This design comes from an exercise in tuning for small area, a short achievable clock period and few clock cycles on the open sky130 flow, not from production work.
Function was checked by simulation only, so behaviour that the tests miss may differ from the original.
Power figures rest on the tool's default switching activity, not on a simulated workload.

Setup of quartz:
## conv_acc
module conv_acc(
    input         clk,
    input         rst_n,
    input         in_valid,
    input  [31:0] in_data,
    output        in_ready,
    output        out_valid,
    output [19:0] out_data
);
Size: ~3200 cells after synthesis, about 830 flip-flops, ~57 I/O pins, ~34000 um^2 of cells after synthesis.
export LEC_CHECK = 0
export ABC_AREA = 1
export CAP_MARGIN = 20
export CORE_MARGIN = 2
export CORE_UTILIZATION = 65
export CTS_CLUSTER_DIAMETER = 100
export CTS_CLUSTER_SIZE = 24
export PLACE_DENSITY = 0.72
export SLEW_MARGIN = 20
export SYNTH_HIERARCHICAL = 1
export SYNTH_MINIMUM_KEEP_SIZE = 0
create_clock -name core_clock -period 9.0 [get_ports {clk}]
standard.sh (not shown) runs the stock make flow with config.mk's settings and CLKGATE_MAP_FILE= SYNTH_SCRIPT=/design/flow/synth_recipe.tcl, a recipe that flattens the netlist after the stock synthesis.
==> flow/flow/run.sh <==
#!/bin/bash
set -euo pipefail
export SETUP_SLACK_MARGIN=5.8
export BUFFER_PORTS_ARGS="-buffer_cell sky130_fd_sc_hd__buf_2"
bash standard.sh > standard.log 2>&1
Testbench counts of quartz, summed over its fixed seeds: cycles 19,296.
#### Input delta (yarrow over quartz)
==> flow/flow/run.sh <==
#!/bin/bash
set -euo pipefail
export SETUP_SLACK_MARGIN=6.0
bash standard.sh > standard.log 2>&1
Findings:
Any difference in clock-pin slew of the registers on the worst-case setup and hold paths between quartz and yarrow is small enough to ignore.
quartz → yarrow: total routed wire length on the met1 layer saw an increase, arrival time at the worst endpoint saw little to no change, logic gate share of total power saw an increase, average size of a mapped cell saw little to no change, wire length saw an increase.
Hold slack ends up higher on yarrow.
When yarrow is measured against quartz, its sequential cell fraction of total power turns out 0.7 points lower.
yarrow leaves more setup margin than quartz.
Input-level comparison between garnet and yarrow:
==> flow/flow/run.sh <==
#!/bin/bash
set -euo pipefail
export SETUP_SLACK_MARGIN=5.8
bash standard.sh > standard.log 2>&1
Results
garnet against yarrow: via count of the first global-routing pass has decreased, buffers plus inverters on the worst setup path decreased 1, minimum setup slack in the final design decreased by 0.054 ns relative to the old numbers, post-detailed-routing wire length went down 3.4%, first-pass GRT wire length shows a reduction of about 2%.
For garnet, the timing endpoint of the critical path was o[66]$_DFF_P_, unlike yarrow, where it was o[69]$_DFF_P_.
Summary of the comparison: total power per unit cell area is higher in garnet, relative to yarrow.
Number of resized instances in the post-cts repair step, garnet and yarrow: smaller value in garnet
Taking yarrow as the reference point, the critical path depth of garnet falls by 2.
### garnet -> zinc
==> flow/flow/run.sh <==
#!/bin/bash
set -euo pipefail
export SETUP_SLACK_MARGIN=6.1
export BUFFER_PORTS_ARGS="-buffer_cell sky130_fd_sc_hd__buf_2"
bash standard.sh > standard.log 2>&1
Notes after the runs:
- Delta (zinc minus garnet): total power rose 3.8%, global routing usage summed across all routing layers has increased.
- A uppermost layer routed of met4 is what zinc shows, while met5 belongs to garnet.
- Compared with garnet, in zinc worst hold slack has remained practically unchanged, first-pass iteration count of the detailed router has increased, register share of the cell area has decreased, via count has increased, reported net switching power has increased.
- Diff garnet -> zinc | met2 track demand over resource | increase of 4.7 points
- On zinc: minimum setup slack among reg-to-reg paths is 0.06 ns higher than what garnet gave.
- Any difference in placed instance count between zinc and garnet is small enough to ignore.


job 477:
Another version of the RTL of conv_acc (not shown whole).
Size in the first run: roughly 3,300 cells after synthesis, ~57 I/O pins, ~36,000 µm² of cells after synthesis.
==> flow/design.v (excerpt) <==
module conv_acc(
    input         clk,
    input         rst_n,
    input         in_valid,
    input  [31:0] in_data,
    output        in_ready,
    output        out_valid,
    output [19:0] out_data
);
Settings: LEC_CHECK=0, ABC_AREA=1, CAP_MARGIN=20, CORE_MARGIN=2, CORE_UTILIZATION=65, CTS_CLUSTER_DIAMETER=100, CTS_CLUSTER_SIZE=24, PLACE_DENSITY=0.72, SLEW_MARGIN=20, SYNTH_HIERARCHICAL=1, SYNTH_MINIMUM_KEEP_SIZE=0; clock period 9.0 ns.
==> flow/flow/run.sh <==
#!/bin/bash
set -euo pipefail
export SETUP_SLACK_MARGIN=6.0
export BUFFER_PORTS_ARGS="-buffer_cell sky130_fd_sc_hd__buf_2"
bash standard.sh > standard.log 2>&1
Testbench counts of job 477, summed over its fixed seeds: cycles 19,304.
What job 127 does differently from job 477 at the input level:
- a change of CORE_UTILIZATION from 65 to 55
- a change of PLACE_DENSITY from 0.72 to 0.65
==> flow/flow/run.sh <==
#!/bin/bash
set -euo pipefail
export SETUP_SLACK_MARGIN=6.2
export BUFFER_PORTS_ARGS="-buffer_cell sky130_fd_sc_hd__buf_2"
bash standard.sh > standard.log 2>&1
Notes after the runs:
Compared with job 477, in job 127 worst setup slack before clock tree synthesis decreased by 0.080 ns relative to the old numbers; DRC violation total after the first TritonRoute iteration now sits lower; weighted congestion reported at the end of routability-driven placement dropped 2.2%; maximum frequency from static timing analysis rose by 2.7%.
Cell area delta for job 127 relative to job 477: 2.9% higher
On final worst slack: between job 127 and job 477, it ends up higher for job 127.
Job 127 completed end to end with timing, DRC and antenna clean.
The inputs of job 1662 differ from those of job 127 as listed below.
- changing PLACE_DENSITY from 0.65 to 0.72
- changing CORE_UTILIZATION from 55 to 65
==> flow/flow/run.sh <==
#!/bin/bash
set -euo pipefail
export SETUP_SLACK_MARGIN=6.4
export BUFFER_PORTS_ARGS="-buffer_cell sky130_fd_sc_hd__buf_2"
bash standard.sh > standard.log 2>&1
## What came out
Going from job 127 to job 1662, area of the multi-input gates went up about 4%; final cell count without fillers rose by about 0.5%; via count increased 3,052; achievable frequency now sits at about the same level; fraction of area in clock buffers and inverters down 0.42 points. Compared to job 127, job 1662 has part of the power in the clock network 1.5 points lower. Routing usage on met1: job 1662 vs job 127 up 8.9 points. There was hardly any difference in largest net degree at the start of global routing between job 127 and job 1662. Per the comparison of job 1662 with job 127, design area has increased; setup-violating endpoint count in the final report has remained practically unchanged.
--- input diff job 1662..job 9410 ---
==> flow/flow/run.sh <==
#!/bin/bash
set -euo pipefail
export SETUP_SLACK_MARGIN=6.2
export BUFFER_PORTS_ARGS="-buffer_cell sky130_fd_sc_hd__buf_2"
bash standard.sh > standard.log 2>&1
==> comparison <==
- Job 9410 vs. job 1662: reg-to-reg setup timing slack fell by 0.05 ns, timing-limited maximum frequency flat.
- Power: job 9410 draws less than job 1662
- ~same sequential power in job 1662 and job 9410
- Job 9410 ends up with a area growth from synthesis to final layout that is 5.5 points lower than in job 1662.
- In the reports for job 1662 and job 9410, the smaller sequential share of layout area belongs to job 1662.

-- afterwards: timing with drivers on the ports --
Ports are ideal in the flow. The routed layouts listed here were re-timed in OpenROAD. Step 1 (the two cells are an assumption about what drives the block):
set clk [get_ports {clk}]
set_driving_cell -lib_cell sky130_fd_sc_hd__clkbuf_16 $clk
set_driving_cell -lib_cell sky130_fd_sc_hd__buf_2 [delete_from_list [all_inputs] $clk]
Step 2 moves the port delays by t, midway between the first and last clock arrival at a register: inputs arrive t later, outputs are due t later. That takes back most of the time a late clock gives input paths. a / b / c = no drivers / after step 1 / after step 2; a / b = the first two.
| run | t (ns) | slack for setup (ns) | latest minus earliest clock arrival (ns) | worst data-port slew with drivers (ns) | pins driven straight from the clock port |
|---|---|---|---|---|---|
| quartz | 0.658 | 5.809 / 5.809 / 5.809 | 0.035 / 0.034 | 0.03 | 1 |
| yarrow | 0.664 | 5.814 / 5.814 / 5.766 | 0.038 / 0.038 | 0.04 | 1 |
| garnet | 0.654 | 5.760 / 5.760 / 5.378 | 0.033 / 0.034 | 0.04 | 1 |
| zinc | 0.677 | 5.816 / 5.816 / 5.715 | 0.036 / 0.036 | 0.03 | 1 |
| job 477 | 0.674 | 5.992 / 5.992 / 5.676 | 0.039 / 0.039 | 0.03 | 1 |
| job 127 | 0.695 | 6.070 / 6.003 / 5.799 | 0.031 / 0.031 | 0.03 | 1 |
| job 1662 | 0.690 | 6.069 / 6.007 / 5.836 | 0.029 / 0.029 | 0.03 | 1 |
| job 9410 | 0.668 | 6.076 / 6.017 / 5.719 | 0.045 / 0.045 | 0.03 | 1 |
After both steps every run listed still meets setup and hold. For garnet, which loses most, drivers alone change the setup slack by 0.000 ns; drivers and shift together by -0.382 ns.
